Context: an optimization exercise on an open-source flow, tuned for small area and a short achievable clock period. The choices shown serve that exercise and are no tape-out recipe.
Function was checked by simulation only, so behaviour that the tests miss may differ from the original.

== run 5 ==
==> flow/design.v (excerpt) <==
module cpu(
    input clk,
    input reset,
    input [31:0] instruction_from_icache,
    input busywait_from_icache,
    input [31:0] data_from_dcache,
    input busywait_from_dcache,
    output [31:0] address_to_icache,
    output [31:0] reg0_output,reg1_output,reg2_output,reg3_output,reg4_output,reg5_output,reg6_output,
    output dcache_read,
    output dcache_write,
    output [31:0] dcache_address,
    output [31:0] dcache_writedata
  );
clock: 120.0 ns
lec_check: 0
abc_area: 1
cap_margin: 35
core_margin: 2
core_utilization: 35
cts_buf_list: sky130_fd_sc_hd__clkbuf_8
cts_cluster_diameter: 70
cts_cluster_size: 14
place_density: 0.6
slew_margin: 35
run.sh (not shown) runs the stock make flow with config.mk's settings and CLKGATE_MAP_FILE= SYNTH_SCRIPT=/design/flow/synth_recipe.tcl, a recipe that flattens the netlist after the stock synthesis.
Input-level comparison between run 3 and run 5:
Settings: a change of CORE_UTILIZATION from 35 to 30; a change of PLACE_DENSITY from 0.6 to 0.5.
[summary]
Re setup slack of the worst register-to-register path: run 5 and run 3 aren't equal, and the higher value belongs to run 3. Diff run 5 -> run 3: die area rose about 17%. For the global-route wire length before repair, run 3 came in 60,000 µm higher than run 5 did. A end point of the critical path of d1_x[31] is what run 3 shows, while d1_x[29] belongs to run 5. For run 5, the library cell contributing the largest single delay on the critical path was sky130_fd_sc_hd__dfrtp_1, unlike run 3, where it was sky130_fd_sc_hd__nand2_1. Run 3 — non-clock buffer count about 5.6% higher, run 5 as reference. Diff run 5 -> run 3: hold slack fell by 0.027 ns; total clock buffers created by CTS up 11.

========
Another version of the RTL of cpu (not shown whole).
For scale: roughly 1500 flip-flops, ~390 I/O pins.
Settings: LEC_CHECK=0, ABC_AREA=1, CAP_MARGIN=35, CORE_MARGIN=2, CORE_UTILIZATION=30, CTS_BUF_LIST=sky130_fd_sc_hd__clkbuf_8, CTS_CLUSTER_DIAMETER=70, CTS_CLUSTER_SIZE=14, PLACE_DENSITY=0.5, SLEW_MARGIN=50; clock period 120.0 ns.
The starting point finished with timing, DRC and antenna clean.
Rerun with:
Settings changed: CORE_UTILIZATION 30 to 35, PLACE_DENSITY 0.5 to 0.6, SLEW_MARGIN 50 to 35.
The new run produced a clean layout; count of clock-buffer cells in the layout rises by 7; wire length falls by a few percent; global-route usage rises by 4.2 points; worst setup slack degrades by 330 ps; via count rises slightly; final area falls slightly.
Rerun with:
Settings changed: CORE_UTILIZATION 35 to 30, CTS_BUF_LIST sky130_fd_sc_hd__clkbuf_8 to default, CTS_CLUSTER_DIAMETER 70 to default, CTS_CLUSTER_SIZE 14 to default, PLACE_DENSITY 0.6 to 0.5.
Outcome: Worst hold slack loses 36 ps; count of clock-buffer cells in the layout is higher by 60; routed wire length is higher by 3.4%.
Rerun with:
Settings changed: CTS_BUF_LIST from default to sky130_fd_sc_hd__clkbuf_8, CTS_CLUSTER_DIAMETER from default to 70, CTS_CLUSTER_SIZE from default to 14, GPL_TIMING_DRIVEN from default to 0.
Outcome: Clock skew increases by 110 ps. Wire length rises by 24%. Design area came out higher by 3.3%.
Rerun with:
Settings changed: GPL_TIMING_DRIVEN 0 to default, SLEW_MARGIN 35 to 60.
Effect: Count of clock-buffer cells in the layout goes down by 27. Cell area goes down by 3.0%. Synthesized cell count is unchanged. Utilization goes down by 1.0 points. Sequential cell count stays the same. Maximum frequency goes up by 16%. Cell count goes down by 2.9%. Worst hold slack loses 16 ps. Synthesized area stays the same. Routed wire length goes down by 19%.

========
cpu again, from the RTL that the note above started with.
export LEC_CHECK = 0
export ABC_AREA = 1
export CAP_MARGIN = 35
export CORE_MARGIN = 2
export CORE_UTILIZATION = 30
export CTS_BUF_LIST = sky130_fd_sc_hd__clkbuf_8
export CTS_CLUSTER_DIAMETER = 60
export CTS_CLUSTER_SIZE = 14
export PLACE_DENSITY = 0.55
export SLEW_MARGIN = 35
create_clock -name core_clock -period 120.0 [get_ports {clk}]
Next try:
--- a/flow/config.mk
+++ b/flow/config.mk
@@ -12,5 +12,5 @@
 export CTS_BUF_LIST = sky130_fd_sc_hd__clkbuf_8
-export CTS_CLUSTER_DIAMETER = 60
+export CTS_CLUSTER_DIAMETER = 70
 export CTS_CLUSTER_SIZE = 14
-export PLACE_DENSITY = 0.55
+export PLACE_DENSITY = 0.5
 export SLEW_MARGIN = 35
Effect: The changed run completed with no timing, DRC or antenna violations. Wire length grows by 1.4%. Via count shrinks by 0.95%. Design area hardly moves. Sequential share of layout area barely changes. First-iteration DRC count shrinks by 8.0%. Utilization barely changes. Synthesized cell count does not change. Non-clock buffer count grows by 33. Cell count stays flat. Global-route usage grows by 0.49 points.

afterwards: timing with drivers on the ports:
Ports are ideal in the flow. The routed layouts listed here were re-timed in OpenROAD. Step 1 sets driving cells, clkbuf_16 on the clock port and buf_2 on the other inputs (assumed; they add their load-dependent delay and slew). Step 2 adds t to the input delays and takes it off the output delays; t is the mean of the earliest and latest rising clock arrival at the registers after step 1. Input paths then give back, and output paths get back, about the clock's delay inside the block. a / b / c = no drivers / after step 1 / after step 2; a / b = the first two.
run | t, ns | setup slack, ns | latest minus earliest clock arrival (ns) | worst slew at a driven data input, ns
run 5 | 1.171 | 89.799 / 89.799 / 89.799 | 0.213 / 0.213 | 0.09
run 3 | 1.203 | 91.063 / 91.063 / 91.063 | 0.161 / 0.160 | 0.10
the first run of note 2 | 1.097 | 92.016 / 92.016 / 92.016 | 0.202 / 0.202 | 0.43
the second run of note 2 | 1.160 | 91.688 / 91.688 / 91.688 | 0.236 / 0.236 | 0.10
the third run of note 2 | 0.994 | 91.954 / 91.954 / 91.954 | 0.126 / 0.125 | 0.45
the fourth run of note 2 | 1.238 | 87.831 / 87.831 / 87.831 | 0.229 / 0.229 | 0.30
the fifth run of note 2 | 1.131 | 92.161 / 92.161 / 92.161 | 0.188 / 0.188 | 0.41
the first run of note 3 | 1.127 | 91.285 / 91.285 / 91.285 | 0.179 / 0.178 | 0.33
the second run of note 3 | 1.109 | 91.985 / 91.985 / 91.985 | 0.170 / 0.170 | 0.46
After both steps every run listed still meets setup and hold.
